What follows belongs to an exercise in optimizing a design on an open flow for small area; a production flow would make more cautious choices. The RTL was checked by simulation tests, not by an equivalence proof against the original design. No activity file was given, so power comes from the tool's default toggle rates.

==> flow/design.v <==
`timescale 1ns / 1ps
module adc_fsm ( clk, rst, start_fsm, stop_sampling, samplingInProcess, configInProcess, CSnot, SCLK, SSTRB,
                 DIN, DOUT, ADC_ValueCH1, ADC_ValueCH2, ADC_ValueCH3 , sample_updated );
input             clk;
input             rst;
input             start_fsm;
input             stop_sampling;
input             DOUT;
output            SSTRB;
output reg        DIN;
output            SCLK;
output            CSnot;
output            samplingInProcess;
output            configInProcess;
output reg [15:0] ADC_ValueCH1;
output reg [15:0] ADC_ValueCH2;
output reg [15:0] ADC_ValueCH3;
output            sample_updated;
localparam [3:0] J_A = 4'd0,
                 J_B = 4'd1,
                 J_C1 = 4'd2,
                 J_C2 = 4'd3,
                 J_C3 = 4'd4,
                 J_D0 = 4'd5,
                 J_D1 = 4'd6,
                 J_E1 = 4'd7,
                 J_S1 = 4'd12,
                 J_S2 = 4'd13,
                 J_S3 = 4'd14,
                 J_E2 = 4'd15;
localparam [6:0] T_DONE = 7'd34,
                 T_IDLE = 7'd35,
                 T_W0   = 7'd37,
                 T_W1   = 7'd38,
                 T_WEND = 7'd127;
reg  [3:0] js;
reg  [1:0] stc;       
reg  [6:0] t;
reg  [2:0] cw;        
wire done_spi = (t == T_DONE);
wire waiting  = (t >= T_W0);
always @(posedge clk)
  if (rst || stop_sampling)
    js <= J_A;
  else
    case (js)
      J_A:  if (start_fsm) js <= J_B;
      J_B:  js <= J_C1;
      J_C1: if (done_spi) js <= J_C2;
      J_C2: if (done_spi) js <= J_C3;
      J_C3: if (done_spi) js <= J_D0;
      J_D0: js <= J_D1;
      J_D1: js <= J_E1;
      J_E1: js <= J_S1;
      J_S1: if (done_spi) js <= J_S2;
      J_S2: if (done_spi) js <= J_S3;
      J_S3: if (t == T_WEND) js <= J_E2;
      J_E2: js <= J_S1;
      default: js <= J_A;
    endcase
always @(posedge clk)
  if (rst)
    stc <= 2'd0;
  else if (!stop_sampling)
    stc <= (js == J_B) ? 2'd1 :
           ((js == J_C1) & done_spi) ? 2'd2 :
           ((js == J_C2) & done_spi) ? 2'd3 : 2'd0;
assign configInProcess   = (js == J_C1) | (js == J_C2) | (js == J_C3) | (js == J_D0) | (js == J_D1) | (js == J_E1);
assign samplingInProcess = (js == J_S1) | (js == J_S2) | (js == J_S3) | (js == J_E2);
assign sample_updated    = (t == T_W1);
assign SSTRB             = 1'b0;
wire idle  = (t == T_IDLE) | done_spi;
wire sts   = ((js == J_S1) | (js == J_S2) | (js == J_S3)) & (t == T_IDLE);
wire start = idle & ((stc != 2'd0) | sts);
always @(posedge clk)
  if (rst)
    t <= T_IDLE;
  else if (idle)
    t <= start ? 7'd0 : (done_spi & (js == J_S3) & ~stop_sampling) ? T_W0 : T_IDLE;
  else if ((waiting & stop_sampling) | (t == T_WEND))
    t <= T_IDLE;
  else
    t <= t + 7'd1;
always @(posedge clk)
  if (idle)
    cw <= (stc != 2'd0) ? {1'b1, stc == 2'd2, stc == 2'd3} : {1'b0, js == J_S2, js == J_S3};
wire t_end = (t == 7'd32) | (t == 7'd33);    
assign SCLK  = (t >= 7'd1) & (t <= 7'd32);
reg cs_hold;
assign CSnot = (t >= 7'd34) | (t_end & cs_hold);
always @(negedge clk) begin
  cs_hold <= ~rst & t_end;
  DIN     <= ~rst & ((t == 7'd0) | ((t == 7'd2) & cw[0]) | ((t == 7'd3) & cw[1]) |
                     (((t == 7'd6) | (t == 7'd7)) & cw[2]));
end
wire shift_in = SCLK;
reg        dout_n;    
reg [15:0] ring1, ring2, ring3;
always @(negedge clk)
  dout_n <= DOUT;
always @(posedge clk) begin
  ring1 <= {ring1[14:0], ((js == J_S1) & shift_in) ? dout_n : ring1[15]};
  ring2 <= {ring2[14:0], ((js == J_S2) & shift_in) ? dout_n : ring2[15]};
  ring3 <= {ring3[14:0], ((js == J_S3) & shift_in) ? dout_n : ring3[15]};
end
wire [2:0] ld_g, ld_h;
wire w0 = (t == T_W0);
adc_fsm_load u_load1 (.ld(w0), .rst(rst), .ld_g(ld_g[0]), .ld_h(ld_h[0]));
adc_fsm_load u_load2 (.ld(w0), .rst(rst), .ld_g(ld_g[1]), .ld_h(ld_h[1]));
adc_fsm_load u_load3 (.ld(w0), .rst(rst), .ld_g(ld_g[2]), .ld_h(ld_h[2]));
wire [15:0] ch1_new = {ring1[9:0], ring1[15:10]};
wire [15:0] ch2_new = {ring2[5:0], ring2[15:6]};
wire [15:0] ch3_new = {ring3[1:0], ring3[15:2]};
always @(posedge clk) begin
  ADC_ValueCH1 <= ({16{ld_g[0]}} & ch1_new) | ({16{ld_h[0]}} & ADC_ValueCH1);
  ADC_ValueCH2 <= ({16{ld_g[1]}} & ch2_new) | ({16{ld_h[1]}} & ADC_ValueCH2);
  ADC_ValueCH3 <= ({16{ld_g[2]}} & ch3_new) | ({16{ld_h[2]}} & ADC_ValueCH3);
end
endmodule
module adc_fsm_load ( ld, rst, ld_g, ld_h );
input        ld;
input        rst;
output       ld_g;
output       ld_h;
assign ld_g = ld & ~rst;
assign ld_h = ~ld & ~rst;
endmodule
Settings: LEC_CHECK=0, CAP_MARGIN=0, CORE_MARGIN=2, CORE_UTILIZATION=65, SLEW_MARGIN=0, SYNTH_HIERARCHICAL=1, SYNTH_MINIMUM_KEEP_SIZE=0; clock period 8.0 ns.
standard.sh (not shown) runs the stock make flow with config.mk's settings and CLKGATE_MAP_FILE= SYNTH_SCRIPT=/design/flow/synth_recipe.tcl, a recipe that flattens the netlist after the stock synthesis.
==> flow/flow/run.sh <==
#!/bin/bash
# Layout flow: the standard.sh (ORFS from synthesis to the final layout) with
#  - synthesis: the standard synthesis script, but ABC maps the combinational
#    logic with an area-oriented script (flow/my_synth.tcl, flow/abc_area.script);
#  - ports buffered with the smallest buffer (buf_1);
#  - clock tree synthesis with CTS_BUFS and no dummy loads.
# make's full output goes to flow_make.log in this folder; ORFS's per-step logs are
# under orfs/logs/.
set -euo pipefail
HERE="$(cd "$(dirname "${BASH_SOURCE[0]}")" && pwd)"
CTS_BUFS="sky130_fd_sc_hd__clkbuf_4"
export BUFFER_PORTS_ARGS="-buffer_cell sky130_fd_sc_hd__buf_1"
export CTS_ARGS="-sink_clustering_enable -repair_clock_nets -buf_list $CTS_BUFS -dont_use_dummy_load"
bash standard.sh SYNTH_SCRIPT="$HERE/my_synth.tcl" finish > flow_make.log 2>&1
==> flow/flow/abc_area.script <==
&get -n
&st
&dch -f
&nf -a -R 1000
&put
==> flow/flow/my_synth.tcl <==
# The standard synthesis (synth_recipe.tcl, in the folder above) with one change:
# the technology mapping of the combinational logic uses the area-oriented ABC script
# abc_area.script beside this file instead of ORFS's speed script. The registers
# (dfflibmap, before ABC) are exactly the standard synthesis's.
set my_flow_dir [file dirname [file normalize [info script]]]
proc abc {args} {
  set i [lsearch -exact $args -script]
  if {$i >= 0} { lset args [expr {$i + 1}] [file join $::my_flow_dir abc_area.script] }
  yosys abc {*}$args
}
source [file join $my_flow_dir .. synth_recipe.tcl]
The first run completed with no timing, DRC or antenna violations.
Then changed:
--- a/flow/design.v
+++ b/flow/design.v
@@ -29,6 +29,5 @@
                  J_S3 = 4'd14,
                  J_E2 = 4'd15;
-localparam [6:0] T_DONE = 7'd34,
-                 T_IDLE = 7'd35,
+localparam [6:0] T_DONE = 7'd35,
                  T_W0   = 7'd37,
                  T_W1   = 7'd38,
@@ -36,4 +35,5 @@
 reg  [3:0] js;
 reg  [1:0] stc;       
+reg        sts;       
 reg  [6:0] t;
 reg  [2:0] cw;        
@@ -66,18 +66,22 @@
            ((js == J_C1) & done_spi) ? 2'd2 :
            ((js == J_C2) & done_spi) ? 2'd3 : 2'd0;
+always @(posedge clk)
+  if (rst || stop_sampling)
+    sts <= 1'b0;
+  else
+    sts <= (js == J_E1) | (js == J_E2) | (((js == J_S1) | (js == J_S2)) & done_spi);
 assign configInProcess   = (js == J_C1) | (js == J_C2) | (js == J_C3) | (js == J_D0) | (js == J_D1) | (js == J_E1);
 assign samplingInProcess = (js == J_S1) | (js == J_S2) | (js == J_S3) | (js == J_E2);
 assign sample_updated    = (t == T_W1);
 assign SSTRB             = 1'b0;
-wire idle  = (t == T_IDLE) | done_spi;
-wire sts   = ((js == J_S1) | (js == J_S2) | (js == J_S3)) & (t == T_IDLE);
+wire idle  = (t == 7'd0) | done_spi;
 wire start = idle & ((stc != 2'd0) | sts);
 always @(posedge clk)
   if (rst)
-    t <= T_IDLE;
+    t <= 7'd0;
   else if (idle)
-    t <= start ? 7'd0 : (done_spi & (js == J_S3) & ~stop_sampling) ? T_W0 : T_IDLE;
-  else if ((waiting & stop_sampling) | (t == T_WEND))
-    t <= T_IDLE;
+    t <= start ? 7'd1 : (done_spi & (js == J_S3) & ~stop_sampling) ? T_W0 : 7'd0;
+  else if (waiting & stop_sampling)
+    t <= 7'd0;
   else
     t <= t + 7'd1;
@@ -85,14 +89,14 @@
   if (idle)
     cw <= (stc != 2'd0) ? {1'b1, stc == 2'd2, stc == 2'd3} : {1'b0, js == J_S2, js == J_S3};
-wire t_end = (t == 7'd32) | (t == 7'd33);    
-assign SCLK  = (t >= 7'd1) & (t <= 7'd32);
+wire t_end = (t == 7'd33) | (t == 7'd34);    
+assign SCLK  = (t >= 7'd2) & (t <= 7'd33);
 reg cs_hold;
-assign CSnot = (t >= 7'd34) | (t_end & cs_hold);
+assign CSnot = ~((t >= 7'd1) & (t <= 7'd34)) | (t_end & cs_hold);
 always @(negedge clk) begin
   cs_hold <= ~rst & t_end;
-  DIN     <= ~rst & ((t == 7'd0) | ((t == 7'd2) & cw[0]) | ((t == 7'd3) & cw[1]) |
-                     (((t == 7'd6) | (t == 7'd7)) & cw[2]));
+  DIN     <= ~rst & ((t == 7'd1) | ((t == 7'd3) & cw[0]) | ((t == 7'd4) & cw[1]) |
+                     (((t == 7'd7) | (t == 7'd8)) & cw[2]));
 end
-wire shift_in = SCLK;
+wire shift_in = (t <= 7'd33);
 reg        dout_n;    
 reg [15:0] ring1, ring2, ring3;
Outcome: Worst hold slack is better by 0.0072 ns. Global-route usage is higher by 0.44 points. Worst setup slack gains 0.056 ns. Total power fell by 15%. Clock power is about the same. Sequential power falls by 5.5%. Final area increases by 0.93%. Non-clock buffer count does not change. Cell count came out higher by 0.69%. First-iteration DRC count rose by 12%. Count of clock-buffer cells in the layout is unchanged.
